What follows belongs to an exercise in optimizing a design on an open flow for small area; a production flow would make more cautious choices. The RTL was checked by simulation tests, not by an equivalence proof against the original design.

`flow/run.sh`:
```
#!/bin/bash
# The standard layout with two changes:
#  - synthesis maps with an area-oriented ABC script (amap) and skips the
#    generic pre-mapping ABC pass (synth -noabc); the registers, their names
#    and cell types are those of the standard synthesis;
#  - the port buffers are the smallest buffer (buf_1) rather than the one
#    buffer_ports picks by default.
# make's output goes to a log per step here; ORFS's step logs are under orfs/logs/.
set -euo pipefail
rm -rf scripts_local
cp -r "$FLOW_HOME/scripts" scripts_local
cp flow/abc_area.script scripts_local/abc_area.script
bash standard.sh "SCRIPTS_DIR=$PWD/scripts_local" "SYNTH_ARGS=-noabc" synth > make_synth.log 2>&1
bash standard.sh "BUFFER_PORTS_ARGS=-buffer_cell sky130_fd_sc_hd__buf_1" finish > make_finish.log 2>&1
```
`flow/abc_area.script`:
```
strash
dc2
dch -f
amap
topo
```
`standard.sh`:
```
#!/bin/bash
# synth_recipe.tcl (not shown) runs the flow's synth.tcl, then flattens the netlist and writes it again
# the make line also repeats each setting of config.mk as NAME=value (left out here)
make -C /OpenROAD-flow-scripts/flow DESIGN_CONFIG=/design/flow/config.mk WORK_HOME=/design/flow/orfs CLKGATE_MAP_FILE= SYNTH_SCRIPT=/design/flow/synth_recipe.tcl "${@:-finish}"
```
`config.mk`:
```
export PLATFORM = sky130hd
export DESIGN_NAME = Post_top
export DESIGN_NICKNAME = Post_top
export VERILOG_FILES = /design/flow/design.v
export SDC_FILE = /design/flow/constraint.sdc
export NUM_CORES = 4
export LEC_CHECK = 0
export ABC_AREA = 1
export CAP_MARGIN = 20
export CORE_MARGIN = 2
export CORE_UTILIZATION = 60
export CTS_BUF_LIST = sky130_fd_sc_hd__clkbuf_4 sky130_fd_sc_hd__clkbuf_8
export SLEW_MARGIN = 20
```
`constraint.sdc`:
```
create_clock -name core_clock -period 12.0 [get_ports {clk}]
set_input_delay 2.4000 -clock core_clock [delete_from_list [all_inputs] [get_ports {clk}]]
set_output_delay 2.4000 -clock core_clock [all_outputs]
set_load 0.01 [all_outputs]
```
`design.v`:
```
module BnMul (
  input  [14:0] r  ,
  input  [ 7:0] one,
  input  [ 7:0] two,
  input  [ 7:0] neg,
  output [15:0] q
);
  wire n1 = (one[0] & r[0]) ^ neg[0];
  wire n2 = ((one[0] & r[1]) | (two[0] & r[0])) ^ neg[0];
  wire n3 = ((one[0] & r[2]) | (two[0] & r[1])) ^ neg[0];
  wire n4 = ((one[0] & r[3]) | (two[0] & r[2])) ^ neg[0];
  wire n5 = ((one[0] & r[4]) | (two[0] & r[3])) ^ neg[0];
  wire n6 = ((one[0] & r[5]) | (two[0] & r[4])) ^ neg[0];
  wire n7 = ((one[0] & r[6]) | (two[0] & r[5])) ^ neg[0];
  wire n8 = ((one[0] & r[7]) | (two[0] & r[6])) ^ neg[0];
  wire n9 = ((one[0] & r[8]) | (two[0] & r[7])) ^ neg[0];
  wire n10 = ((one[0] & r[9]) | (two[0] & r[8])) ^ neg[0];
  wire n11 = ((one[0] & r[10]) | (two[0] & r[9])) ^ neg[0];
  wire n12 = ((one[0] & r[11]) | (two[0] & r[10])) ^ neg[0];
  wire n13 = ((one[0] & r[12]) | (two[0] & r[11])) ^ neg[0];
  wire n14 = ((one[0] & r[13]) | (two[0] & r[12])) ^ neg[0];
  wire n15 = ((one[0] & r[14]) | (two[0] & r[13])) ^ neg[0];
  wire n16 = (two[0] & r[14]) ^ neg[0];
  wire n17 = ~neg[0];
  wire n18 = (one[1] & r[0]) ^ neg[1];
  wire n19 = ((one[1] & r[1]) | (two[1] & r[0])) ^ neg[1];
  wire n20 = ((one[1] & r[2]) | (two[1] & r[1])) ^ neg[1];
  wire n21 = ((one[1] & r[3]) | (two[1] & r[2])) ^ neg[1];
  wire n22 = ((one[1] & r[4]) | (two[1] & r[3])) ^ neg[1];
  wire n23 = ((one[1] & r[5]) | (two[1] & r[4])) ^ neg[1];
  wire n24 = ((one[1] & r[6]) | (two[1] & r[5])) ^ neg[1];
  wire n25 = ((one[1] & r[7]) | (two[1] & r[6])) ^ neg[1];
  wire n26 = ((one[1] & r[8]) | (two[1] & r[7])) ^ neg[1];
  wire n27 = ((one[1] & r[9]) | (two[1] & r[8])) ^ neg[1];
  wire n28 = ((one[1] & r[10]) | (two[1] & r[9])) ^ neg[1];
  wire n29 = ((one[1] & r[11]) | (two[1] & r[10])) ^ neg[1];
  wire n30 = ((one[1] & r[12]) | (two[1] & r[11])) ^ neg[1];
  wire n31 = ((one[1] & r[13]) | (two[1] & r[12])) ^ neg[1];
  wire n32 = ((one[1] & r[14]) | (two[1] & r[13])) ^ neg[1];
  wire n33 = (two[1] & r[14]) ^ neg[1];
  wire n34 = ~neg[1];
  wire n35 = (one[2] & r[0]) ^ neg[2];
  wire n36 = ((one[2] & r[1]) | (two[2] & r[0])) ^ neg[2];
  wire n37 = ((one[2] & r[2]) | (two[2] & r[1])) ^ neg[2];
  wire n38 = ((one[2] & r[3]) | (two[2] & r[2])) ^ neg[2];
  wire n39 = ((one[2] & r[4]) | (two[2] & r[3])) ^ neg[2];
  wire n40 = ((one[2] & r[5]) | (two[2] & r[4])) ^ neg[2];
  wire n41 = ((one[2] & r[6]) | (two[2] & r[5])) ^ neg[2];
  wire n42 = ((one[2] & r[7]) | (two[2] & r[6])) ^ neg[2];
  wire n43 = ((one[2] & r[8]) | (two[2] & r[7])) ^ neg[2];
  wire n44 = ((one[2] & r[9]) | (two[2] & r[8])) ^ neg[2];
  wire n45 = ((one[2] & r[10]) | (two[2] & r[9])) ^ neg[2];
  wire n46 = ((one[2] & r[11]) | (two[2] & r[10])) ^ neg[2];
  wire n47 = ((one[2] & r[12]) | (two[2] & r[11])) ^ neg[2];
  wire n48 = ((one[2] & r[13]) | (two[2] & r[12])) ^ neg[2];
  wire n49 = ((one[2] & r[14]) | (two[2] & r[13])) ^ neg[2];
  wire n50 = (two[2] & r[14]) ^ neg[2];
  wire n51 = ~neg[2];
  wire n52 = (one[3] & r[0]) ^ neg[3];
  wire n53 = ((one[3] & r[1]) | (two[3] & r[0])) ^ neg[3];
  wire n54 = ((one[3] & r[2]) | (two[3] & r[1])) ^ neg[3];
  wire n55 = ((one[3] & r[3]) | (two[3] & r[2])) ^ neg[3];
  wire n56 = ((one[3] & r[4]) | (two[3] & r[3])) ^ neg[3];
  wire n57 = ((one[3] & r[5]) | (two[3] & r[4])) ^ neg[3];
  wire n58 = ((one[3] & r[6]) | (two[3] & r[5])) ^ neg[3];
  wire n59 = ((one[3] & r[7]) | (two[3] & r[6])) ^ neg[3];
  wire n60 = ((one[3] & r[8]) | (two[3] & r[7])) ^ neg[3];
  wire n61 = ((one[3] & r[9]) | (two[3] & r[8])) ^ neg[3];
  wire n62 = ((one[3] & r[10]) | (two[3] & r[9])) ^ neg[3];
  wire n63 = ((one[3] & r[11]) | (two[3] & r[10])) ^ neg[3];
  wire n64 = ((one[3] & r[12]) | (two[3] & r[11])) ^ neg[3];
  wire n65 = ((one[3] & r[13]) | (two[3] & r[12])) ^ neg[3];
  wire n66 = ((one[3] & r[14]) | (two[3] & r[13])) ^ neg[3];
  wire n67 = (two[3] & r[14]) ^ neg[3];
  wire n68 = ~neg[3];
  wire n69 = (one[4] & r[0]) ^ neg[4];
  wire n70 = ((one[4] & r[1]) | (two[4] & r[0])) ^ neg[4];
  wire n71 = ((one[4] & r[2]) | (two[4] & r[1])) ^ neg[4];
  wire n72 = ((one[4] & r[3]) | (two[4] & r[2])) ^ neg[4];
  wire n73 = ((one[4] & r[4]) | (two[4] & r[3])) ^ neg[4];
  wire n74 = ((one[4] & r[5]) | (two[4] & r[4])) ^ neg[4];
  wire n75 = ((one[4] & r[6]) | (two[4] & r[5])) ^ neg[4];
  wire n76 = ((one[4] & r[7]) | (two[4] & r[6])) ^ neg[4];
  wire n77 = ((one[4] & r[8]) | (two[4] & r[7])) ^ neg[4];
  wire n78 = ((one[4] & r[9]) | (two[4] & r[8])) ^ neg[4];
  wire n79 = ((one[4] & r[10]) | (two[4] & r[9])) ^ neg[4];
  wire n80 = ((one[4] & r[11]) | (two[4] & r[10])) ^ neg[4];
  wire n81 = ((one[4] & r[12]) | (two[4] & r[11])) ^ neg[4];
  wire n82 = ((one[4] & r[13]) | (two[4] & r[12])) ^ neg[4];
  wire n83 = ((one[4] & r[14]) | (two[4] & r[13])) ^ neg[4];
  wire n84 = (two[4] & r[14]) ^ neg[4];
  wire n85 = ~neg[4];
  wire n86 = (one[5] & r[0]) ^ neg[5];
  wire n87 = ((one[5] & r[1]) | (two[5] & r[0])) ^ neg[5];
  wire n88 = ((one[5] & r[2]) | (two[5] & r[1])) ^ neg[5];
  wire n89 = ((one[5] & r[3]) | (two[5] & r[2])) ^ neg[5];
  wire n90 = ((one[5] & r[4]) | (two[5] & r[3])) ^ neg[5];
  wire n91 = ((one[5] & r[5]) | (two[5] & r[4])) ^ neg[5];
  wire n92 = ((one[5] & r[6]) | (two[5] & r[5])) ^ neg[5];
  wire n93 = ((one[5] & r[7]) | (two[5] & r[6])) ^ neg[5];
  wire n94 = ((one[5] & r[8]) | (two[5] & r[7])) ^ neg[5];
  wire n95 = ((one[5] & r[9]) | (two[5] & r[8])) ^ neg[5];
  wire n96 = ((one[5] & r[10]) | (two[5] & r[9])) ^ neg[5];
  wire n97 = ((one[5] & r[11]) | (two[5] & r[10])) ^ neg[5];
  wire n98 = ((one[5] & r[12]) | (two[5] & r[11])) ^ neg[5];
  wire n99 = ((one[5] & r[13]) | (two[5] & r[12])) ^ neg[5];
  wire n100 = ((one[5] & r[14]) | (two[5] & r[13])) ^ neg[5];
  wire n101 = (two[5] & r[14]) ^ neg[5];
  wire n102 = ~neg[5];
  wire n103 = (one[6] & r[0]) ^ neg[6];
  wire n104 = ((one[6] & r[1]) | (two[6] & r[0])) ^ neg[6];
  wire n105 = ((one[6] & r[2]) | (two[6] & r[1])) ^ neg[6];
  wire n106 = ((one[6] & r[3]) | (two[6] & r[2])) ^ neg[6];
  wire n107 = ((one[6] & r[4]) | (two[6] & r[3])) ^ neg[6];
  wire n108 = ((one[6] & r[5]) | (two[6] & r[4])) ^ neg[6];
  wire n109 = ((one[6] & r[6]) | (two[6] & r[5])) ^ neg[6];
  wire n110 = ((one[6] & r[7]) | (two[6] & r[6])) ^ neg[6];
  wire n111 = ((one[6] & r[8]) | (two[6] & r[7])) ^ neg[6];
  wire n112 = ((one[6] & r[9]) | (two[6] & r[8])) ^ neg[6];
  wire n113 = ((one[6] & r[10]) | (two[6] & r[9])) ^ neg[6];
  wire n114 = ((one[6] & r[11]) | (two[6] & r[10])) ^ neg[6];
  wire n115 = ((one[6] & r[12]) | (two[6] & r[11])) ^ neg[6];
  wire n116 = ((one[6] & r[13]) | (two[6] & r[12])) ^ neg[6];
  wire n117 = ((one[6] & r[14]) | (two[6] & r[13])) ^ neg[6];
  wire n118 = (two[6] & r[14]) ^ neg[6];
  wire n119 = ~neg[6];
  wire n120 = (one[7] & r[0]) ^ neg[7];
  wire n121 = ((one[7] & r[1]) | (two[7] & r[0])) ^ neg[7];
  wire n122 = ((one[7] & r[2]) | (two[7] & r[1])) ^ neg[7];
  wire n123 = ((one[7] & r[3]) | (two[7] & r[2])) ^ neg[7];
  wire n124 = ((one[7] & r[4]) | (two[7] & r[3])) ^ neg[7];
  wire n125 = ((one[7] & r[5]) | (two[7] & r[4])) ^ neg[7];
  wire n126 = ((one[7] & r[6]) | (two[7] & r[5])) ^ neg[7];
  wire n127 = ((one[7] & r[7]) | (two[7] & r[6])) ^ neg[7];
  wire n128 = ((one[7] & r[8]) | (two[7] & r[7])) ^ neg[7];
  wire n129 = ((one[7] & r[9]) | (two[7] & r[8])) ^ neg[7];
  wire n130 = ((one[7] & r[10]) | (two[7] & r[9])) ^ neg[7];
  wire n131 = ((one[7] & r[11]) | (two[7] & r[10])) ^ neg[7];
  wire n132 = ((one[7] & r[12]) | (two[7] & r[11])) ^ neg[7];
  wire n133 = ((one[7] & r[13]) | (two[7] & r[12])) ^ neg[7];
  wire n134 = ((one[7] & r[14]) | (two[7] & r[13])) ^ neg[7];
  wire n135 = (two[7] & r[14]) ^ neg[7];
  wire n136 = ~neg[7];
  wire n137 = n11 ^ n26;
  wire n138 = n11 & n26;
  wire n139 = n12 ^ n27;
  wire n140 = n12 & n27;
  wire n141 = n13 ^ n28;
  wire n142 = n141 ^ n43;
  wire n143 = (n13 & n28) | (n141 & n43);
  wire n144 = n58 ^ n73;
  wire n145 = n58 & n73;
  wire n146 = n14 ^ n29;
  wire n147 = n146 ^ n44;
  wire n148 = (n14 & n29) | (n146 & n44);
  wire n149 = n59 ^ n74;
  wire n150 = n59 & n74;
  wire n151 = n15 ^ n30;
  wire n152 = n151 ^ n45;
  wire n153 = (n15 & n30) | (n151 & n45);
  wire n154 = n60 ^ n75;
  wire n155 = n154 ^ n90;
  wire n156 = (n60 & n75) | (n154 & n90);
  wire n157 = n105 ^ n120;
  wire n158 = n105 & n120;
  wire n159 = n16 ^ n31;
  wire n160 = n159 ^ n46;
  wire n161 = (n16 & n31) | (n159 & n46);
  wire n162 = n61 ^ n76;
  wire n163 = n162 ^ n91;
  wire n164 = (n61 & n76) | (n162 & n91);
  wire n165 = n106 ^ n121;
  wire n166 = n106 & n121;
  wire n167 = n17 ^ n32;
  wire n168 = n167 ^ n47;
  wire n169 = (n17 & n32) | (n167 & n47);
  wire n170 = n62 ^ n77;
  wire n171 = n170 ^ n92;
  wire n172 = (n62 & n77) | (n170 & n92);
  wire n173 = n107 ^ n122;
  wire n174 = n173 ^ 1'b1;
  wire n175 = (n107 & n122) | (n173 & 1'b1);
  wire n176 = n33 ^ n48;
  wire n177 = n176 ^ n63;
  wire n178 = (n33 & n48) | (n176 & n63);
  wire n179 = n78 ^ n93;
  wire n180 = n179 ^ n108;
  wire n181 = (n78 & n93) | (n179 & n108);
  wire n182 = n123 ^ 1'b1;
  wire n183 = n123 & 1'b1;
  wire n184 = n34 ^ n49;
  wire n185 = n184 ^ n64;
  wire n186 = (n34 & n49) | (n184 & n64);
  wire n187 = n79 ^ n94;
  wire n188 = n187 ^ n109;
  wire n189 = (n79 & n94) | (n187 & n109);
  wire n190 = n50 ^ n65;
  wire n191 = n190 ^ n80;
  wire n192 = (n50 & n65) | (n190 & n80);
  wire n193 = n95 ^ n110;
  wire n194 = n95 & n110;
  wire n195 = n51 ^ n66;
  wire n196 = n195 ^ n81;
  wire n197 = (n51 & n66) | (n195 & n81);
  wire n198 = n67 ^ n82;
  wire n199 = n67 & n82;
  wire n200 = n7 ^ n22;
  wire n201 = n7 & n22;
  wire n202 = n8 ^ n23;
  wire n203 = n8 & n23;
  wire n204 = n9 ^ n24;
  wire n205 = n204 ^ n39;
  wire n206 = (n9 & n24) | (n204 & n39);
  wire n207 = n54 ^ n69;
  wire n208 = n54 & n69;
  wire n209 = n10 ^ n25;
  wire n210 = n209 ^ n40;
  wire n211 = (n10 & n25) | (n209 & n40);
  wire n212 = n55 ^ n70;
  wire n213 = n55 & n70;
  wire n214 = n137 ^ n41;
  wire n215 = n214 ^ n56;
  wire n216 = (n137 & n41) | (n214 & n56);
  wire n217 = n71 ^ n86;
  wire n218 = n217 ^ neg[5];
  wire n219 = (n71 & n86) | (n217 & neg[5]);
  wire n220 = n138 ^ n139;
  wire n221 = n220 ^ n42;
  wire n222 = (n138 & n139) | (n220 & n42);
  wire n223 = n57 ^ n72;
  wire n224 = n223 ^ n87;
  wire n225 = (n57 & n72) | (n223 & n87);
  wire n226 = n140 ^ n142;
  wire n227 = n226 ^ n144;
  wire n228 = (n140 & n142) | (n226 & n144);
  wire n229 = n88 ^ n103;
  wire n230 = n229 ^ neg[6];
  wire n231 = (n88 & n103) | (n229 & neg[6]);
  wire n232 = n143 ^ n145;
  wire n233 = n232 ^ n147;
  wire n234 = (n143 & n145) | (n232 & n147);
  wire n235 = n149 ^ n89;
  wire n236 = n235 ^ n104;
  wire n237 = (n149 & n89) | (n235 & n104);
  wire n238 = n148 ^ n150;
  wire n239 = n238 ^ n152;
  wire n240 = (n148 & n150) | (n238 & n152);
  wire n241 = n155 ^ n157;
  wire n242 = n241 ^ neg[7];
  wire n243 = (n155 & n157) | (n241 & neg[7]);
  wire n244 = n153 ^ n156;
  wire n245 = n244 ^ n158;
  wire n246 = (n153 & n156) | (n244 & n158);
  wire n247 = n160 ^ n163;
  wire n248 = n247 ^ n165;
  wire n249 = (n160 & n163) | (n247 & n165);
  wire n250 = n161 ^ n164;
  wire n251 = n250 ^ n166;
  wire n252 = (n161 & n164) | (n250 & n166);
  wire n253 = n168 ^ n171;
  wire n254 = n253 ^ n174;
  wire n255 = (n168 & n171) | (n253 & n174);
  wire n256 = n169 ^ n172;
  wire n257 = n256 ^ n175;
  wire n258 = (n169 & n172) | (n256 & n175);
  wire n259 = n177 ^ n180;
  wire n260 = n259 ^ n182;
  wire n261 = (n177 & n180) | (n259 & n182);
  wire n262 = n178 ^ n181;
  wire n263 = n262 ^ n183;
  wire n264 = (n178 & n181) | (n262 & n183);
  wire n265 = n185 ^ n188;
  wire n266 = n265 ^ n124;
  wire n267 = (n185 & n188) | (n265 & n124);
  wire n268 = n186 ^ n189;
  wire n269 = n268 ^ n191;
  wire n270 = (n186 & n189) | (n268 & n191);
  wire n271 = n193 ^ n125;
  wire n272 = n271 ^ 1'b1;
  wire n273 = (n193 & n125) | (n271 & 1'b1);
  wire n274 = n192 ^ n194;
  wire n275 = n274 ^ n196;
  wire n276 = (n192 & n194) | (n274 & n196);
  wire n277 = n96 ^ n111;
  wire n278 = n277 ^ n126;
  wire n279 = (n96 & n111) | (n277 & n126);
  wire n280 = n197 ^ n198;
  wire n281 = n280 ^ n97;
  wire n282 = (n197 & n198) | (n280 & n97);
  wire n283 = n112 ^ n127;
  wire n284 = n283 ^ 1'b1;
  wire n285 = (n112 & n127) | (n283 & 1'b1);
  wire n286 = n199 ^ n68;
  wire n287 = n286 ^ n83;
  wire n288 = (n199 & n68) | (n286 & n83);
  wire n289 = n98 ^ n113;
  wire n290 = n289 ^ n128;
  wire n291 = (n98 & n113) | (n289 & n128);
  wire n292 = n84 ^ n99;
  wire n293 = n292 ^ n114;
  wire n294 = (n84 & n99) | (n292 & n114);
  wire n295 = n129 ^ 1'b1;
  wire n296 = n129 & 1'b1;
  wire n297 = n85 ^ n100;
  wire n298 = n297 ^ n115;
  wire n299 = (n85 & n100) | (n297 & n115);
  wire n300 = n101 ^ n116;
  wire n301 = n101 & n116;
  wire n302 = n5 ^ n20;
  wire n303 = n5 & n20;
  wire n304 = n6 ^ n21;
  wire n305 = n6 & n21;
  wire n306 = n200 ^ n37;
  wire n307 = n306 ^ n52;
  wire n308 = (n200 & n37) | (n306 & n52);
  wire n309 = n201 ^ n202;
  wire n310 = n309 ^ n38;
  wire n311 = (n201 & n202) | (n309 & n38);
  wire n312 = n203 ^ n205;
  wire n313 = n312 ^ n207;
  wire n314 = (n203 & n205) | (n312 & n207);
  wire n315 = n206 ^ n208;
  wire n316 = n315 ^ n210;
  wire n317 = (n206 & n208) | (n315 & n210);
  wire n318 = n211 ^ n213;
  wire n319 = n318 ^ n215;
  wire n320 = (n211 & n213) | (n318 & n215);
  wire n321 = n216 ^ n219;
  wire n322 = n321 ^ n221;
  wire n323 = (n216 & n219) | (n321 & n221);
  wire n324 = n222 ^ n225;
  wire n325 = n324 ^ n227;
  wire n326 = (n222 & n225) | (n324 & n227);
  wire n327 = n228 ^ n231;
  wire n328 = n327 ^ n233;
  wire n329 = (n228 & n231) | (n327 & n233);
  wire n330 = n234 ^ n237;
  wire n331 = n330 ^ n239;
  wire n332 = (n234 & n237) | (n330 & n239);
  wire n333 = n240 ^ n243;
  wire n334 = n333 ^ n245;
  wire n335 = (n240 & n243) | (n333 & n245);
  wire n336 = n246 ^ n249;
  wire n337 = n336 ^ n251;
  wire n338 = (n246 & n249) | (n336 & n251);
  wire n339 = n252 ^ n255;
  wire n340 = n339 ^ n257;
  wire n341 = (n252 & n255) | (n339 & n257);
  wire n342 = n258 ^ n261;
  wire n343 = n342 ^ n263;
  wire n344 = (n258 & n261) | (n342 & n263);
  wire n345 = n264 ^ n267;
  wire n346 = n345 ^ n269;
  wire n347 = (n264 & n267) | (n345 & n269);
  wire n348 = n270 ^ n273;
  wire n349 = n348 ^ n275;
  wire n350 = (n270 & n273) | (n348 & n275);
  wire n351 = n276 ^ n279;
  wire n352 = n351 ^ n281;
  wire n353 = (n276 & n279) | (n351 & n281);
  wire n354 = n282 ^ n285;
  wire n355 = n354 ^ n287;
  wire n356 = (n282 & n285) | (n354 & n287);
  wire n357 = n288 ^ n291;
  wire n358 = n357 ^ n293;
  wire n359 = (n288 & n291) | (n357 & n293);
  wire n360 = n294 ^ n296;
  wire n361 = n360 ^ n298;
  wire n362 = (n294 & n296) | (n360 & n298);
  wire n363 = n299 ^ n300;
  wire n364 = n363 ^ n131;
  wire n365 = (n299 & n300) | (n363 & n131);
  wire n366 = n301 ^ n102;
  wire n367 = n366 ^ n117;
  wire n368 = (n301 & n102) | (n366 & n117);
  wire n369 = n118 ^ n133;
  wire n370 = n118 & n133;
  wire n371 = n3 ^ n18;
  wire n372 = n3 & n18;
  wire n373 = n4 ^ n19;
  wire n374 = n4 & n19;
  wire n375 = n302 ^ n35;
  wire n376 = n375 ^ neg[2];
  wire n377 = (n302 & n35) | (n375 & neg[2]);
  wire n378 = n303 ^ n304;
  wire n379 = n378 ^ n36;
  wire n380 = (n303 & n304) | (n378 & n36);
  wire n381 = n305 ^ n307;
  wire n382 = n381 ^ neg[3];
  wire n383 = (n305 & n307) | (n381 & neg[3]);
  wire n384 = n308 ^ n310;
  wire n385 = n384 ^ n53;
  wire n386 = (n308 & n310) | (n384 & n53);
  wire n387 = n311 ^ n313;
  wire n388 = n387 ^ neg[4];
  wire n389 = (n311 & n313) | (n387 & neg[4]);
  wire n390 = n314 ^ n316;
  wire n391 = n390 ^ n212;
  wire n392 = (n314 & n316) | (n390 & n212);
  wire n393 = n317 ^ n319;
  wire n394 = n393 ^ n218;
  wire n395 = (n317 & n319) | (n393 & n218);
  wire n396 = n320 ^ n322;
  wire n397 = n396 ^ n224;
  wire n398 = (n320 & n322) | (n396 & n224);
  wire n399 = n323 ^ n325;
  wire n400 = n399 ^ n230;
  wire n401 = (n323 & n325) | (n399 & n230);
  wire n402 = n326 ^ n328;
  wire n403 = n402 ^ n236;
  wire n404 = (n326 & n328) | (n402 & n236);
  wire n405 = n329 ^ n331;
  wire n406 = n405 ^ n242;
  wire n407 = (n329 & n331) | (n405 & n242);
  wire n408 = n332 ^ n334;
  wire n409 = n408 ^ n248;
  wire n410 = (n332 & n334) | (n408 & n248);
  wire n411 = n335 ^ n337;
  wire n412 = n411 ^ n254;
  wire n413 = (n335 & n337) | (n411 & n254);
  wire n414 = n338 ^ n340;
  wire n415 = n414 ^ n260;
  wire n416 = (n338 & n340) | (n414 & n260);
  wire n417 = n341 ^ n343;
  wire n418 = n417 ^ n266;
  wire n419 = (n341 & n343) | (n417 & n266);
  wire n420 = n344 ^ n346;
  wire n421 = n420 ^ n272;
  wire n422 = (n344 & n346) | (n420 & n272);
  wire n423 = n347 ^ n349;
  wire n424 = n423 ^ n278;
  wire n425 = (n347 & n349) | (n423 & n278);
  wire n426 = n350 ^ n352;
  wire n427 = n426 ^ n284;
  wire n428 = (n350 & n352) | (n426 & n284);
  wire n429 = n353 ^ n355;
  wire n430 = n429 ^ n290;
  wire n431 = (n353 & n355) | (n429 & n290);
  wire n432 = n356 ^ n358;
  wire n433 = n432 ^ n295;
  wire n434 = (n356 & n358) | (n432 & n295);
  wire n435 = n359 ^ n361;
  wire n436 = n435 ^ n130;
  wire n437 = (n359 & n361) | (n435 & n130);
  wire n438 = n362 ^ n364;
  wire n439 = n438 ^ 1'b1;
  wire n440 = (n362 & n364) | (n438 & 1'b1);
  wire n441 = n365 ^ n367;
  wire n442 = n441 ^ n132;
  wire n443 = (n365 & n367) | (n441 & n132);
  wire n444 = n368 ^ n369;
  wire n445 = n444 ^ 1'b1;
  wire n446 = (n368 & n369) | (n444 & 1'b1);
  wire n447 = n370 ^ n119;
  wire n448 = n447 ^ n134;
  wire n449 = (n370 & n119) | (n447 & n134);
  wire n450 = n135 ^ 1'b1;
  wire n451 = n135 & 1'b1;
  wire n452 = n1 ^ neg[0];
  wire n453 = n1 & neg[0];
  wire n454 = n2 ^ n453;
  wire n455 = n2 & n453;
  wire n456 = n371 ^ neg[1];
  wire n457 = n456 ^ n455;
  wire n458 = (n371 & neg[1]) | (n456 & n455);
  wire n459 = n372 ^ n373;
  wire n460 = n459 ^ n458;
  wire n461 = (n372 & n373) | (n459 & n458);
  wire n462 = n374 ^ n376;
  wire n463 = n462 ^ n461;
  wire n464 = (n374 & n376) | (n462 & n461);
  wire n465 = n377 ^ n379;
  wire n466 = n465 ^ n464;
  wire n467 = (n377 & n379) | (n465 & n464);
  wire n468 = n380 ^ n382;
  wire n469 = n468 ^ n467;
  wire n470 = (n380 & n382) | (n468 & n467);
  wire n471 = n383 ^ n385;
  wire n472 = n471 ^ n470;
  wire n473 = (n383 & n385) | (n471 & n470);
  wire n474 = n386 ^ n388;
  wire n475 = n474 ^ n473;
  wire n476 = (n386 & n388) | (n474 & n473);
  wire n477 = n389 ^ n391;
  wire n478 = n477 ^ n476;
  wire n479 = (n389 & n391) | (n477 & n476);
  wire n480 = n392 ^ n394;
  wire n481 = n480 ^ n479;
  wire n482 = (n392 & n394) | (n480 & n479);
  wire n483 = n395 ^ n397;
  wire n484 = n483 ^ n482;
  wire n485 = (n395 & n397) | (n483 & n482);
  wire n486 = n398 ^ n400;
  wire n487 = n486 ^ n485;
  wire n488 = (n398 & n400) | (n486 & n485);
  wire n489 = n401 ^ n403;
  wire n490 = n489 ^ n488;
  wire n491 = (n401 & n403) | (n489 & n488);
  wire n492 = n404 ^ n406;
  wire n493 = n492 ^ n491;
  wire n494 = (n404 & n406) | (n492 & n491);
  wire n495 = n407 ^ n409;
  wire n496 = n495 ^ n494;
  wire n497 = (n407 & n409) | (n495 & n494);
  wire n498 = n410 ^ n412;
  wire n499 = n498 ^ n497;
  wire n500 = (n410 & n412) | (n498 & n497);
  wire n501 = n413 ^ n415;
  wire n502 = n501 ^ n500;
  wire n503 = (n413 & n415) | (n501 & n500);
  wire n504 = n416 ^ n418;
  wire n505 = n504 ^ n503;
  wire n506 = (n416 & n418) | (n504 & n503);
  wire n507 = n419 ^ n421;
  wire n508 = n507 ^ 1'b0;
  wire n509 = (n419 & n421) | (n507 & 1'b0);
  wire n510 = n422 ^ n424;
  wire n511 = n510 ^ n509;
  wire n512 = (n422 & n424) | (n510 & n509);
  wire n513 = n425 ^ n427;
  wire n514 = n513 ^ n512;
  wire n515 = (n425 & n427) | (n513 & n512);
  wire n516 = n428 ^ n430;
  wire n517 = n516 ^ n515;
  wire n518 = (n428 & n430) | (n516 & n515);
  wire n519 = n431 ^ n433;
  wire n520 = n519 ^ n518;
  wire n521 = (n431 & n433) | (n519 & n518);
  wire n522 = n434 ^ n436;
  wire n523 = n522 ^ n521;
  wire n524 = (n434 & n436) | (n522 & n521);
  wire n525 = n437 ^ n439;
  wire n526 = n525 ^ n524;
  wire n527 = (n437 & n439) | (n525 & n524);
  wire n528 = n440 ^ n442;
  wire n529 = n528 ^ n527;
  wire n530 = (n440 & n442) | (n528 & n527);
  wire n531 = n443 ^ n445;
  wire n532 = n531 ^ n530;
  wire n533 = (n443 & n445) | (n531 & n530);
  wire n534 = n446 ^ n448;
  wire n535 = n534 ^ n533;
  wire n536 = (n446 & n448) | (n534 & n533);
  wire n537 = n449 ^ n450;
  wire n538 = n537 ^ n536;
  wire n539 = (n449 & n450) | (n537 & n536);
  wire n540 = n451 ^ n136;
  wire n541 = n540 ^ n539;
  wire n542 = (n451 & n136) | (n540 & n539);
  wire n543 = n419 ^ n421;
  wire n544 = n543 ^ 1'b1;
  wire n545 = (n419 & n421) | (n543 & 1'b1);
  wire n546 = n422 ^ n424;
  wire n547 = n546 ^ n545;
  wire n548 = (n422 & n424) | (n546 & n545);
  wire n549 = n425 ^ n427;
  wire n550 = n549 ^ n548;
  wire n551 = (n425 & n427) | (n549 & n548);
  wire n552 = n428 ^ n430;
  wire n553 = n552 ^ n551;
  wire n554 = (n428 & n430) | (n552 & n551);
  wire n555 = n431 ^ n433;
  wire n556 = n555 ^ n554;
  wire n557 = (n431 & n433) | (n555 & n554);
  wire n558 = n434 ^ n436;
  wire n559 = n558 ^ n557;
  wire n560 = (n434 & n436) | (n558 & n557);
  wire n561 = n437 ^ n439;
  wire n562 = n561 ^ n560;
  wire n563 = (n437 & n439) | (n561 & n560);
  wire n564 = n440 ^ n442;
  wire n565 = n564 ^ n563;
  wire n566 = (n440 & n442) | (n564 & n563);
  wire n567 = n443 ^ n445;
  wire n568 = n567 ^ n566;
  wire n569 = (n443 & n445) | (n567 & n566);
  wire n570 = n446 ^ n448;
  wire n571 = n570 ^ n569;
  wire n572 = (n446 & n448) | (n570 & n569);
  wire n573 = n449 ^ n450;
  wire n574 = n573 ^ n572;
  wire n575 = (n449 & n450) | (n573 & n572);
  wire n576 = n451 ^ n136;
  wire n577 = n576 ^ n575;
  wire n578 = (n451 & n136) | (n576 & n575);
  wire n579 = n506 ? n544 : n508;
  wire n580 = n506 ? n547 : n511;
  wire n581 = n506 ? n550 : n514;
  wire n582 = n506 ? n553 : n517;
  wire n583 = n506 ? n556 : n520;
  wire n584 = n506 ? n559 : n523;
  wire n585 = n506 ? n562 : n526;
  wire n586 = n506 ? n565 : n529;
  wire n587 = n506 ? n568 : n532;
  wire n588 = n506 ? n571 : n535;
  wire n589 = n506 ? n574 : n538;
  wire n590 = n506 ? n577 : n541;
  wire [30:0] p = {n590, n589, n588, n587, n586, n585, n584, n583, n582, n581, n580, n579, n505, n502, n499, n496, n493, n490, n487, n484, n481, n478, n475, n472, n469, n466, n463, n460, n457, n454, n452};
  wire        ovf = p[30:26] != {5{p[30]}};
  assign q = ovf ? {p[30], {15{~p[30]}}} : p[26:11];
endmodule
module Post_top #(
  parameter INT_BITS  = 4,
  parameter POX       = 4,
  parameter POY       = 4,
  parameter CHANNEL_N = 2
) (
  input                             clk              ,
  input                             rst              ,
  input  [CHANNEL_N*POY*POX*16-1:0] mac_to_serializer,
  input                             mac_output_valid ,
  input  [         $clog2(POY)-1:0] mac_valid_number ,
  input  [                    15:0] K                ,
  input  [                    15:0] B                ,
  input  [              POX*16-1:0] bias             ,
  output [              POX*16-1:0] relu_out         ,
  output                            relu_out_valid   ,
  output [              POX*16-1:0] post_out         ,
  output                            post_out_valid   ,
  output [            POX/2*16-1:0] pooling_out      ,
  output                            pooling_out_valid
);
  reg  [447:0] chain;
  reg          active;
  reg  [  2:0] cnt;        
  reg  [  1:0] rm1;        
  always @(posedge clk) begin
    if (mac_output_valid) chain[383:0] <= mac_to_serializer[447:64];
    else                  chain[383:0] <= chain[447:64];
    chain[447:384] <= mac_to_serializer[511:448];
  end
  always @(posedge clk or posedge rst) begin
    if (rst) begin
      active <= 1'b0;
      cnt    <= 3'd0;
      rm1    <= 2'd0;
    end
    else if (mac_output_valid) begin
      active <= 1'b1;
      cnt    <= 3'd1;
      rm1    <= mac_valid_number - 1'b1;
    end
    else if (active) begin
      cnt <= cnt + 1'b1;
      if (cnt == {rm1, 1'b1}) active <= 1'b0;
    end
  end
  wire [ 1:0] slot = (cnt > {1'b0, rm1}) ? ~rm1 : 2'd0;
  reg  [63:0] chain_row;
  always @(*) begin
    case (slot)
      2'd0:    chain_row = chain[ 63:  0];
      2'd1:    chain_row = chain[127: 64];
      2'd2:    chain_row = chain[191:128];
      default: chain_row = chain[255:192];
    endcase
  end
  wire [63:0] row    = mac_output_valid ? mac_to_serializer[63:0] : chain_row;
  wire        row_ok = mac_output_valid | active;
  reg  [59:0] relu_r;
  reg         v1, v2;
  genvar x, i;
  generate
    for (x = 0; x < POX; x = x + 1) begin : g_relu
      wire [15:0] a = row[16*x +: 16];
      wire [15:0] b = bias[16*x +: 16];
      wire [15:0] h = a ^ b;
      wire [16:0] c;
      assign c[0] = 1'b0;
      for (i = 0; i < 16; i = i + 1) begin : g_c
        assign c[i+1] = (a[i] & b[i]) | (h[i] & c[i]);
      end
      wire [15:0] s = h ^ c[15:0];
      always @(posedge clk) relu_r[15*x +: 15] <= s[15] ? 15'd0 : s[14:0];
      assign relu_out[16*x +: 16] = {1'b0, relu_r[15*x +: 15]};
    end
  endgenerate
  always @(posedge clk or posedge rst) begin
    if (rst) begin
      v1 <= 1'b0;
      v2 <= 1'b0;
    end
    else begin
      v1 <= row_ok;
      v2 <= v1;
    end
  end
  assign relu_out_valid = v1;
  wire [16:0] kx = {K, 1'b0};
  reg  [ 7:0] one, two, neg;
  always @(posedge clk) begin : p_booth
    integer j;
    for (j = 0; j < 8; j = j + 1) begin
      one[j] <= kx[2*j+1] ^ kx[2*j];
      two[j] <= (kx[2*j+2] & ~kx[2*j+1] & ~kx[2*j]) | (~kx[2*j+2] & kx[2*j+1] & kx[2*j]);
      neg[j] <= kx[2*j+2];
    end
  end
  reg [63:0] q_r;
  generate
    for (x = 0; x < POX; x = x + 1) begin : g_mul
      wire [15:0] q;
      BnMul U_BnMul (
        .r  (relu_r[15*x +: 15]),
        .one(one               ),
        .two(two               ),
        .neg(neg               ),
        .q  (q                 )
      );
      always @(posedge clk) q_r[16*x +: 16] <= q;
    end
  endgenerate
  generate
    for (x = 0; x < POX; x = x + 1) begin : g_bn
      wire [15:0] a = q_r[16*x +: 16];
      wire [15:0] h = a ^ B;
      wire [16:0] c;
      assign c[0] = 1'b0;
      for (i = 0; i < 16; i = i + 1) begin : g_c
        assign c[i+1] = (a[i] & B[i]) | (h[i] & c[i]);
      end
      assign post_out[16*x +: 16] = h ^ c[15:0];
    end
  endgenerate
  assign post_out_valid = v2;
  reg        second;
  reg [31:0] pool_r;
  reg        pool_valid;
  generate
    for (x = 0; x < POX/2; x = x + 1) begin : g_pool
      wire [15:0] a = post_out[32*x +: 16];
      wire [15:0] b = post_out[32*x+16 +: 16];
      wire [15:0] m = pool_r[16*x +: 16];
      wire [16:0] ab, ma, mb;
      assign ab[0] = 1'b0;
      assign ma[0] = 1'b0;
      assign mb[0] = 1'b0;
      for (i = 0; i < 16; i = i + 1) begin : g_cmp
        if (i < 15) begin : g_lo
          assign ab[i+1] = (a[i] & ~b[i]) | (a[i] & ab[i]) | (~b[i] & ab[i]);
          assign ma[i+1] = (m[i] & ~a[i]) | (m[i] & ma[i]) | (~a[i] & ma[i]);
          assign mb[i+1] = (m[i] & ~b[i]) | (m[i] & mb[i]) | (~b[i] & mb[i]);
        end
        else begin : g_hi
          assign ab[i+1] = (~a[i] & b[i]) | (~a[i] & ab[i]) | (b[i] & ab[i]);
          assign ma[i+1] = (~m[i] & a[i]) | (~m[i] & ma[i]) | (a[i] & ma[i]);
          assign mb[i+1] = (~m[i] & b[i]) | (~m[i] & mb[i]) | (b[i] & mb[i]);
        end
      end
      wire [15:0] ab_max = ab[16] ? a : b;
      always @(posedge clk)
        pool_r[16*x +: 16] <= (second & ma[16] & mb[16]) ? m : ab_max;
    end
  endgenerate
  always @(posedge clk or posedge rst) begin
    if (rst) begin
      second     <= 1'b0;
      pool_valid <= 1'b0;
    end
    else begin
      if (v2) second <= ~second;
      pool_valid <= v2 & second;
    end
  end
  assign pooling_out       = pool_r;
  assign pooling_out_valid = pool_valid;
endmodule
```
==> results of run 1 <==
worst max-delay path: cells and delay by family, from the launching register on:
kind / cells / cell delay [ns]
flip-flops: 1 / 0.35
adder cells (fa/ha/maj): 23 / 9.01
AND/OR/NAND/NOR: 4 / 0.61
AO/OA/AOI/OAI: 5 / 0.58
buffers and inverters: 9 / 0.97
sequential cells by signal, indices dropped and copies added, names as in the netlist:
| signal | cells |
|---|---|
| v2 | 1 |
| one | 8 |
| v1 | 1 |
| relu_r | 60 |
| neg | 8 |
| q_r | 64 |
| active | 1 |
| two | 8 |
| cnt | 3 |
| second | 1 |
| pool_valid | 1 |
| pool_r | 32 |
| chain | 448 |
| rm1 | 2 |
area by class of cell:
| type | count | share of cell area, % |
|---|---|---|
| timing repair inverter | 3 | 0.0359 |
| timing repair buffer | 1088 | 10.6 |
| inverter | 407 | 3.21 |
| tap | 940 | 2.25 |
| clock buffer | 167 | 3.92 |
| sequential | 638 | 25.2 |
| antenna | 16 | 0.0766 |
| multi-input combinational | 3420 | 54.3 |
| clock inverter | 18 | 0.421 |
layer usage:
layer	track usage, %	share of wire [%]
met3	10.2	11
met2	63.7	46
met1	51.5	37
met4	19.4	5.5
met5	0	0.014
worst min path at each step:
stage / end / slack, ns / cells after the start
6_report: v2 / 0.39 / 0
5_1_grt: v2 / 0.40 / 0
4_1_cts: v2 / 0.40 / 0
3_5_place_dp: v2 / 0.39 / 0
3_3_place_gp: v2 / 0.37 / 0
2_1_floorplan: v2 / 0.42 / 0
placed cells by master, fill, tap and decap left out, types with 49 or more instances in the layout:
cell type / count
buf_1: 770
dfxtp_1: 586
nand2_1: 562
o21ai_0: 544
fa_1: 479
o22ai_1: 463
a22o_1: 380
clkinv_1: 360
nor2_1: 299
buf_4: 296
a21oi_1: 172
ha_1: 151
clkbuf_8: 127
nor2b_1: 73
a222oi_1: 70
fa_2: 49
logic make-up (layout without fill, tap and decap cells):
family / count (synthesis) / count (layout)
buffers and inverters: 415 / 1683
other: 1 / 20
adders and majority gates: 683 / 683
DFF: 638 / 638
and+or+nand+nor: 960 / 960
AOI/OAI and AO/OA: 1773 / 1773
timing repair:
action / CTS / global route
endpoints found under the setup margin: 61 / 63
buffers inserted: 11 / 3
gates resized for setup: 49 / 73
gates cloned: 2 / 2
pin swaps: 6 / 35
==> out/qor.csv, run 1 <==
stage;metric;value;unit
outcome;status;complete, no violations;
synthesis;ys async rst share;1.57;%
finish;share of cells above drive strength 1;11.6;%
worst_hold_path;hold_sp;v1;
synthesis;post-synthesis simple-gate area fraction;8.94;%
cts;clock buffer depth;3;
synthesis;top cells by instance count after synthesis;dfxtp_1, o21ai_0, nand2_1, fa_1, o22ai_1;
finish;Final Core Density;74.5;%
place;DP Wirelength;114000;um
timing;final slew viol count;0;
synthesis;Synth area leader;dfxtp_1;
cts;CTS sink count;638;
grt;antenna violations before repair;19;
grt;vias in the first global route;39600;
finish;area of the multi-input gates;28400;um2
run;total of max-cap violations;0;
synthesis;number of enable flip-flop cells after synthesis;32;
worst_setup_path;Reg-to-Reg Start;two[1];
timing;Worst slew margin;35.3;%
worst_setup_path;FF-to-FF path depth;41;
synthesis;post-synthesis mux area share;0;%
finish;# fillers;5382;
synthesis;Synth Area in Compound Gates;27.2;%
worst_setup_path;CP endpoint;q_r[23];
timing;f_max;86.1;MHz
worst_setup_path;Worst Path Max Fanout;14;
place;placed cells;6478;
synthesis;Synth Area in XOR/XNOR;0;%
floorplan;core box area;70100;um2
cts;H-tree Lvls;3;
cts;cts hold-fix bufs;0;
place;GPL Wtd Cong;0.993;
synthesis;Synth Area in Adders;29.3;%
cts;Clock transition at path regs;0.07;ns
worst_setup_path;Worst setup EP type;flip-flop;
synthesis;largest family of logic cells by synthesized area;adder cells;
finish;FF/Latch Area;13200;um2
timing;Fin Clk Skew;0.0607;ns
worst_setup_path;critical path's most frequent cell;fa_2;
place;placed cell area;49400;um2
timing;final hold vios;0;
routing;DRT iter0 DRCs;4753;
place;Buffers on Ports;771;
timing;Slew @ Worst Pin;0.971;ns
routing;via count;41200;
synthesis;largest cells by area after synthesis;dfxtp_1, fa_1, a22o_1;
synthesis;Yosys Warn Count;1;
worst_setup_path;CP arrival;12.27;ns
routing;Antenna Nets Post-Route;0;
grt;GR Util All Layers;40.2;%
finish;fin area;52300;um2
cts;Num CTS Buffers;100;
timing;period utilisation layout;96.8;%
floorplan;io pins;776;
routing;WL final;151000;um
finish;Area Growth Syn to Fin;22.6;%
grt;first-pass GRT wire length;229000;um
cts;TritonCTS clock tree;built;
timing;worst setup margin;0.380;ns
worst_setup_path;peak per-stage delay on the critical path;0.57;ns
synthesis;most numerous cell in the Yosys netlist;dfxtp_1;
floorplan;die width;271;um
floorplan;Die Height;271;um
worst_setup_path;critical path startpoint category;flip-flop;
routing;DR pass1 iterations;10;
synthesis;number of synthesized register bits;638;
timing;final hold slack;0.390;ns
routing;Avg Vias per Cell;6.15;
synthesis;syn_area_per_cell;9.54;um2
worst_hold_path;Hold Crit Class;flip-flop to flip-flop;
synthesis;Mapped Area;42700;um2
grt;largest net degree at the start of global routing;156;
timing;setup TNS;0;ns
worst_setup_path;Req. time, crit path;12.65;ns
worst_setup_path;Worst Setup SP;two[1];
finish;non-filler cells, final;6697;
floorplan;num rows;97;
worst_setup_path;Crit-path slowest cell;fa_1;
worst_setup_path;flop-to-flop setup slack;0.38;ns
floorplan;die area;73200;um2
synthesis;Seq/Total Area, Yosys;30.8;%
synthesis;Cell variety after synth;37;
finish;fin nets;6954;
grt;total grt overflow;0;
cts;worst skew pair latency;0.77;ns
place;worst slack, placed;-0.592;ns
synthesis;Syn Inst Count;4470;
cts;CTS Root Cell;clkbuf_8;
worst_setup_path;worst r2r dst;q_r[23];
floorplan;Starting Density;60.8;%
synthesis;Top FF cell, synth;dfxtp_1;
timing;post-layout min period;11.62;ns
synthesis;Synth top area share;28.0;%
routing;wire per inst;22.5;um
worst_setup_path;CP Class;flip-flop to flip-flop;
routing;DRC Markers;0;
timing;final setup fails;0;
==> run 2: changes to the inputs <==
--- a/config.mk
+++ b/config.mk
@@ -8,6 +8,7 @@
 export ABC_AREA = 1
 export CAP_MARGIN = 20
 export CORE_MARGIN = 2
-export CORE_UTILIZATION = 60
+export CORE_UTILIZATION = 40
 export CTS_BUF_LIST = sky130_fd_sc_hd__clkbuf_4 sky130_fd_sc_hd__clkbuf_8
+export GPL_TIMING_DRIVEN = 0
 export SLEW_MARGIN = 20
==> run 2 against run 1 <==
Final cell count increased by 4.1%. Register-to-register slack better by 0.03 ns. Critical path depth is 20 lower. Core utilization is 25 points lower. Final area rose by 0.72%. Worst setup slack worse by 0.076 ns. Critical path type is now input port to output pin. Count of clock-buffer cells in the layout rose by 9. Critical endpoint is now post_out[63].
==> out/qor.csv, run 2 <==
stage;metric;value;unit;change
synthesis;Seq/Total Area, Yosys;30.8;%;unchanged
worst_hold_path;hold_sp;v1;;unchanged
cts;clock buffer depth;3;;unchanged
timing;Fin Clk Skew;0.0344;ns;was 0.0607 ns
finish;Area Growth Syn to Fin;23.5;%;was 22.6%
timing;final hold vios;0;;unchanged
routing;Antenna Nets Post-Route;0;;unchanged
synthesis;largest cells by area after synthesis;dfxtp_1, fa_1, a22o_1;;unchanged
floorplan;Starting Density;40.4;%;was 60.8%
routing;Avg Vias per Cell;5.71;;was 6.15
worst_setup_path;Worst Path Max Fanout;5;;was 14
cts;Num CTS Buffers;111;;was 100
place;GPL Wtd Cong;0.896;;was 0.993
worst_setup_path;CP Class;input port to output pin;;was flip-flop to flip-flop
cts;TritonCTS clock tree;built;;unchanged
grt;largest net degree at the start of global routing;129;;was 156
finish;max reg flops;448;;unchanged
floorplan;io pins;776;;unchanged
routing;DRC Markers;0;;unchanged
worst_setup_path;Buf+Inv Stages, Crit Path;3;;was 9
grt;first-pass GRT wire length;232000;um;was 229000 um
finish;Largest regs;chain (448), q_r (64), relu_r (60);;unchanged
routing;met2 wire len;73000;um;was 69100 um
worst_setup_path;worst r2r dst;q_r[59];;was q_r[23]
worst_hold_path;WHS Endpoint;v2;;unchanged
synthesis;number of synthesized register bits;638;;unchanged
synthesis;Yosys Warn Count;1;;unchanged
timing;final slew viol count;0;;unchanged
synthesis;top cells by instance count after synthesis;dfxtp_1, o21ai_0, nand2_1, fa_1, o22ai_1;;unchanged
routing;wire per inst;22.3;um;was 22.5 um
synthesis;ys async rst share;1.57;%;unchanged
grt;GR Util All Layers;27.5;%;was 40.2%
cts;CTS Root Cell;clkbuf_8;;unchanged
routing;WL final;155000;um;was 151000 um
finish;fin nets;6777;;was 6954
timing;period utilisation layout;97.5;%;was 96.8%
routing;DRT iter0 DRCs;3873;;was 4753
timing;final hold slack;0.394;ns;was 0.390 ns
cts;cts hold-fix bufs;0;;unchanged
synthesis;most numerous cell in the Yosys netlist;dfxtp_1;;unchanged
worst_setup_path;Reg-to-Reg Start;one[0];;was two[1]
synthesis;Syn Inst Count;4470;;unchanged
place;DP Wirelength;97700;um;was 114000 um
floorplan;Die Height;331;um;was 271 um
routing;Met1 Routed Length;61800;um;was 56500 um
synthesis;number of enable flip-flop cells after synthesis;32;;unchanged
finish;fin area;52700;um2;was 52300 um2
worst_setup_path;Req. time, crit path;9.60;ns;was 12.65 ns
place;Buffers on Ports;771;;unchanged
place;placed cell area;48300;um2;was 49400 um2
finish;commonest non-fill, non-tap cell in the layout;buf_1;;unchanged
timing;worst setup margin;0.304;ns;was 0.380 ns
worst_hold_path;Hold Crit Class;flip-flop to flip-flop;;unchanged
synthesis;syn_area_per_cell;9.54;um2;unchanged
floorplan;die area;109000;um2;was 73200 um2
floorplan;core box area;106000;um2;was 70100 um2
synthesis;Top FF cell, synth;dfxtp_1;;unchanged
worst_setup_path;Worst setup EP type;output pin;;was flip-flop
timing;Slew @ Worst Pin;1.24;ns;was 0.971 ns
routing;DR pass1 iterations;9;;was 10
cts;worst skew pair latency;0.79;ns;was 0.77 ns
timing;post-layout min period;11.70;ns;was 11.62 ns
finish;share of cells above drive strength 1;10.1;%;was 11.6%
floorplan;num rows;119;;was 97
timing;final setup fails;0;;unchanged
synthesis;Synth top area share;28.0;%;unchanged
routing;met3 wire len;14600;um;was 17000 um
grt;total grt overflow;0;;unchanged
synthesis;Cell variety after synth;37;;unchanged
worst_setup_path;critical path startpoint category;input port;;was flip-flop
worst_hold_path;WHS Path Cells;0;;unchanged
timing;f_max;85.5;MHz;was 86.1 MHz
outcome;status;complete, no violations;;unchanged
floorplan;die width;331;um;was 271 um
worst_setup_path;flop-to-flop setup slack;0.41;ns;was 0.38 ns
synthesis;Mapped Area;42700;um2;unchanged
run;total of max-cap violations;0;;unchanged
finish;register with the most flip-flops;chain;;unchanged
finish;Final Core Density;49.9;%;was 74.5%
worst_setup_path;FF-to-FF path depth;44;;was 41
grt;vias in the first global route;39000;;was 39600
place;worst slack, placed;-1.89;ns;was -0.592 ns
routing;via count;39800;;was 41200
worst_setup_path;critical path's most frequent cell;fa_1;;was fa_2
cts;H-tree Lvls;3;;unchanged
grt;antenna violations before repair;7;;was 19
worst_setup_path;peak per-stage delay on the critical path;0.43;ns;was 0.57 ns
worst_setup_path;delay-heaviest family, CP;adder cells;;unchanged
routing;Top Layer Used;met5;;unchanged
worst_setup_path;cell breakdown of the critical path;buf_1, ha_1, fa_1, fa_1, fa_1, fa_1, fa_1, fa_1, fa_1, fa_1, fa_1, fa_1, fa_1, fa_1, fa_1, fa_1, nor2_1, a21oi_1, o21ai_1, clkinv_1, buf_1;;
worst_setup_path;CP arrival;9.30;ns;was 12.27 ns
cts;Clock transition at path regs;0.06;ns;was 0.07 ns
cts;CTS sink count;638;;unchanged
synthesis;Synth area leader;dfxtp_1;;unchanged
timing;Worst slew margin;17.2;%;was 35.3%
worst_setup_path;Crit-path slowest cell;o21ai_1;;was fa_1
finish;most frequent cells in the layout;buf_1, dfxtp_1, nand2_1;;unchanged
==> run 2: logic make-up (layout without fill, tap and decap cells) <==
logic type / after synthesis / after routing / synth area share, %
AOI/OAI and AO/OA: 1773 / 1773 / 27.2
adders and majority gates: 683 / 683 / 29.3
buffers and inverters: 415 / 1516 / 3.72
DFF: 638 / 638 / 30.8
other: 1 / 8 / 0.00879
and+or+nand+nor: 960 / 960 / 8.94
==> run 2: worst register-to-register path, delay by kind of cell (launching register included) <==
family	cells	cell delay, ns
simple gates	9	1.12
fa+ha+maj	22	8.39
flops	1	0.43
compound gates	5	0.73
buf+inv	8	0.83
==> run 2: area by class of cell <==
class	instances	area, um2
Timing Repair inverter	20	263
Inverter	407	2020
Buffer	8	60.1
Multi-Input combinational cell	3420	28700
Timing Repair Buffer	875	4230
Antenna cell	4	10.0
Clock inverter	30	304
Tap cell	1391	1740
Sequential cell	638	13200
Fill cell	9977	52900
Clock buffer	176	2130
==> run 2: timing repair <==
action | 4_1_cts | 5_1_grt
endpoints found under the setup margin | 64 | 63
resized for setup | 224 | 78
endpoints found under the hold margin | 0 | 0
setup buffers | 58 | 19
gates cloned | 18 | 2
pin swaps | 16 | 60
==> run 2: worst max-delay path by stage <==
| stage | slack (ns) | end | cells after the start | from |
|---|---|---|---|---|
| 2_1_floorplan | -0.06 | q_r[8] | 38 | one[1] |
| 3_3_place_gp | -29.59 | relu_r[0] | 5 | mac_output_valid |
| 3_5_place_dp | -1.89 | q_r[59] | 43 | neg[4] |
| 4_1_cts | 0.002 | q_r[41] | 46 | one[1] |
| 5_1_grt | -0.005 | q_r[24] | 48 | one[0] |
| 6_report | 0.30 | post_out[63] | 21 | B[0] |
==> run 2: routing by layer <==
metal / vias to the layer above / GRT usage [%]
met5: - / 0
li1: 18400 / -
met1: 19100 / 35.6
met3: 324 / 5.96
met2: 1991 / 44.2
met4: 6 / 12.0
==> run 2: through the flow <==
stage,setup TNS [ns],cells
3_5_place_dp,-93.04,6662
6_report,0,6969
3_3_place_gp,-,6635
5_1_grt,-0.00636,6969
2_1_floorplan,-0.136,4473
4_1_cts,0,6944
==> run 3: changes to the inputs <==
==> flow/run.sh (replaced) <==
#!/bin/bash
# The standard layout with these changes:
#  - synthesis maps with an area-oriented ABC script (flow/abc_area.script)
#    and skips the generic pre-mapping ABC pass (synth -noabc); the
#    registers, their names and cell types are those of the standard
#    synthesis;
#  - the port buffers are the smallest buffer (buf_1) rather than the one
#    buffer_ports picks by default;
#  - CTS uses clkbuf_8 for larger sink clusters and no dummy loads.
# make's output goes to a log per call here; ORFS's step logs are under orfs/logs/.
set -euo pipefail
rm -rf scripts_local
cp -r "$FLOW_HOME/scripts" scripts_local
cp flow/abc_area.script scripts_local/abc_area.script
bash standard.sh "SCRIPTS_DIR=$PWD/scripts_local" "SYNTH_ARGS=-noabc" synth > make_synth.log 2>&1
bash standard.sh "BUFFER_PORTS_ARGS=-buffer_cell sky130_fd_sc_hd__buf_1" \
  "CTS_ARGS=-sink_clustering_enable -repair_clock_nets -buf_list sky130_fd_sc_hd__clkbuf_8 -sink_clustering_size 18 -sink_clustering_max_diameter 60 -dont_use_dummy_load" \
  finish > make_finish.log 2>&1
--- a/config.mk
+++ b/config.mk
@@ -8,7 +8,6 @@
 export ABC_AREA = 1
 export CAP_MARGIN = 20
 export CORE_MARGIN = 2
-export CORE_UTILIZATION = 40
-export CTS_BUF_LIST = sky130_fd_sc_hd__clkbuf_4 sky130_fd_sc_hd__clkbuf_8
+export CORE_UTILIZATION = 50
 export GPL_TIMING_DRIVEN = 0
 export SLEW_MARGIN = 20
==> run 3 against run 2 <==
Via count fell by 0.63%. Core utilization rose by 9.7 points. Wire length rose by 0.98%. Worst setup slack better by 0.031 ns. Count of clock-buffer cells in the layout fell by 121. Critical endpoint is now q_r[50]. Largest cell class unchanged.
==> out/qor.csv, run 3 <==
stage;metric;value;unit;change
worst_setup_path;critical path's most frequent cell;fa_2;;was fa_1
worst_setup_path;peak per-stage delay on the critical path;0.56;ns;was 0.43 ns
worst_setup_path;Crit-path slowest cell;fa_1;;was o21ai_1
synthesis;Synth top area share;28.0;%;unchanged
cts;Num CTS Buffers;55;;was 111
finish;non-filler cells, final;6566;;was 6969
cts;Clock transition at path regs;0.11;ns;was 0.06 ns
synthesis;Syn Inst Count;4470;;unchanged
place;Buffers on Ports;771;;unchanged
finish;fin area;50600;um2;was 52700 um2
timing;final slew viol count;0;;unchanged
synthesis;top cells by instance count after synthesis;dfxtp_1, o21ai_0, nand2_1, fa_1, o22ai_1;;unchanged
worst_setup_path;FF-to-FF path depth;45;;was 44
routing;wire per inst;23.9;um;was 22.3 um
worst_setup_path;Worst Path Max Fanout;7;;was 5
synthesis;ys async rst share;1.57;%;unchanged
worst_setup_path;worst r2r dst;q_r[50];;was q_r[59]
worst_setup_path;flop-to-flop setup slack;0.34;ns;was 0.41 ns
finish;max reg flops;448;;unchanged
floorplan;Starting Density;50.2;%;was 40.4%
routing;Antenna Nets Post-Route;0;;unchanged
timing;period utilisation layout;97.2;%;was 97.5%
synthesis;Cell variety after synth;37;;unchanged
synthesis;Top FF cell, synth;dfxtp_1;;unchanged
cts;CTS Root Cell;clkbuf_8;;unchanged
timing;Worst slew margin;24.8;%;was 17.2%
routing;WL final;157000;um;was 155000 um
place;GPL Wtd Cong;0.871;;was 0.896
worst_setup_path;Req. time, crit path;12.64;ns;was 9.60 ns
floorplan;die width;296;um;was 331 um
synthesis;Synth area leader;dfxtp_1;;unchanged
worst_setup_path;CP endpoint;q_r[50];;was post_out[63]
floorplan;die area;87700;um2;was 109000 um2
synthesis;Seq/Total Area, Yosys;30.8;%;unchanged
finish;most frequent cells in the layout;buf_1, dfxtp_1, nand2_1;;unchanged
timing;f_max;85.7;MHz;was 85.5 MHz
finish;Final Core Density;59.6;%;was 49.9%
timing;final setup fails;0;;unchanged
worst_setup_path;CP arrival;12.30;ns;was 9.30 ns
synthesis;number of synthesized register bits;638;;unchanged
worst_setup_path;Worst Setup SP;one[0];;was B[0]
worst_setup_path;critical path startpoint category;flip-flop;;was input port
routing;DRC Markers;0;;unchanged
grt;GR Util All Layers;34.6;%;was 27.5%
grt;first-pass GRT wire length;230000;um;was 232000 um
timing;final hold vios;0;;unchanged
routing;Avg Vias per Cell;6.02;;was 5.71
finish;Area Growth Syn to Fin;18.6;%;was 23.5%
cts;clock buffer depth;3;;unchanged
worst_hold_path;Hold Crit Class;flip-flop to flip-flop;;unchanged
synthesis;syn_area_per_cell;9.54;um2;unchanged
outcome;status;complete, no violations;;unchanged
synthesis;most numerous cell in the Yosys netlist;dfxtp_1;;unchanged
grt;vias in the first global route;37500;;was 39000
worst_setup_path;Worst setup EP type;flip-flop;;was output pin
finish;share of cells above drive strength 1;7.18;%;was 10.1%
place;placed cell area;48100;um2;was 48300 um2
grt;largest net degree at the start of global routing;129;;unchanged
routing;via count;39500;;was 39800
finish;Largest regs;chain (448), q_r (64), relu_r (60);;unchanged
worst_setup_path;Reg-to-Reg Start;one[0];;unchanged
cts;worst skew pair latency;0.78;ns;was 0.79 ns
place;placed cells;6421;;was 6662
synthesis;Yosys Warn Count;1;;unchanged
floorplan;core box area;84900;um2;was 106000 um2
finish;fin nets;6715;;was 6777
floorplan;Die Height;296;um;was 331 um
timing;Slew @ Worst Pin;1.13;ns;was 1.24 ns
worst_setup_path;CP Class;flip-flop to flip-flop;;was input port to output pin
synthesis;number of enable flip-flop cells after synthesis;32;;unchanged
cts;H-tree Lvls;2;;was 3
grt;antenna violations before repair;4;;was 7
timing;Fin Clk Skew;0.129;ns;was 0.0344 ns
cts;TritonCTS clock tree;built;;unchanged
synthesis;Mapped Area;42700;um2;unchanged
finish;commonest non-fill, non-tap cell in the layout;buf_1;;unchanged
cts;cts hold-fix bufs;0;;unchanged
timing;post-layout min period;11.66;ns;was 11.70 ns
routing;DR pass1 iterations;6;;was 9
grt;total grt overflow;0;;unchanged
finish;register with the most flip-flops;chain;;unchanged
run;total of max-cap violations;0;;unchanged
synthesis;largest cells by area after synthesis;dfxtp_1, fa_1, a22o_1;;unchanged
floorplan;io pins;776;;unchanged
place;DP Wirelength;99900;um;was 97700 um
routing;DRT iter0 DRCs;3633;;was 3873
floorplan;num rows;107;;was 119
cts;CTS sink count;638;;unchanged
[run 3: worst min path at each step]
stage	startpoint	to	slack [ns]	cells past startpoint
detailed placement	v1	v2	0.37	0
global route	chain[371]	chain[307]	0.39	1
finish	chain[372]	chain[308]	0.37	1
global placement	v1	v2	0.38	0
CTS	chain[372]	chain[308]	0.37	1
floorplan	v1	v2	0.42	0
[run 3: final cells by class]
class,instances,area [um2]
Tap cell,1144,1430
Timing Repair inverter,23,293
Antenna cell,5,12.5
Inverter,407,2000
Buffer,8,60.1
Timing Repair Buffer,866,4280
Sequential cell,638,13200
Fill cell,7658,34300
Multi-Input combinational cell,3420,28600
Clock buffer,55,757
[run 3: worst max-delay path, delay by kind of cell, from the launching register on]
family,cells,cell delay (ns)
fa+ha+maj,22,8.42
buf+inv,9,1.11
simple gates,9,1.14
compound gates,5,0.53
flops,1,0.34
[run 3: logic make-up after synthesis]
logic type      share of synthesized area, %
flops                                   30.8
compound gates                          27.2
other cells                          0.00879
fa+ha+maj                               29.3
simple gates                            8.94
buf+inv                                 3.72
[run 3: metrics by stage]
step / hold WS (ns) / TNS (ns) / setup slack [ns]
after detailed placement: 0.366 / -93.46 / -1.71
after global placement: 0.378 / - / -29.58
final: 0.370 / 0 / 0.335
after global routing: 0.387 / -0.0181 / -0.0181
after CTS: 0.375 / -0.000825 / -0.000825
after floorplan: 0.416 / -0.136 / -0.0603
[run 3: repair_timing]
action / 4_1_cts / 5_1_grt
setup endpoints to repair: 64 / 64
resized for setup: 185 / 87
gates cloned: 20 / 4
setup buffers: 25 / 36
pin swaps: 22 / 78
[run 3: per-layer routing]
| layer | vias to the layer above | global-route usage [%] | routed length, um |
|---|---|---|---|
| li1 | 18200 | - | - |
| met5 | - | 0 | 0 |
| met2 | 2053 | 54.3 | 71000 |
| met4 | 0 | 14.8 | 6780 |
| met3 | 318 | 8.39 | 17200 |
| met1 | 19000 | 45.7 | 61700 |

==> what the ideal ports hide <==
The flow's constraints put no driver on any port. The routed layouts listed below were extracted and timed again, unchanged, in two steps.
Step 1, drivers: a clkbuf_16 drives clk and a buf_2 each remaining input, both assumed.
Step 2 adds t to the input delays and takes it off the output delays; t is the mean of the earliest and latest rising clock arrival at the registers after step 1. Input paths then give back, and output paths get back, about the clock's delay inside the block.
Slacks: ideal ports / drivers / drivers and shift; pairs: ideal ports / drivers.
run | shift t [ns] | slack for setup (ns) | clock arrival spread, ns | slew at the worst register clock pin (ns) | worst slew at a driven data input, ns
run 1 | 0.809 | 0.380 / 0.369 / 0.369 | 0.062 / 0.061 | 0.08 / 0.08 | 0.20
run 2 | 0.847 | 0.304 / 0.266 / 0.266 | 0.043 / 0.042 | 0.08 / 0.08 | 0.09
run 3 | 0.783 | 0.335 / 0.326 / 0.326 | 0.133 / 0.133 | 0.11 / 0.11 | 0.11
After both steps setup and hold are still met in every run listed. For run 2, which loses most, drivers alone change the setup slack by -0.038 ns; drivers and shift together by -0.038 ns.
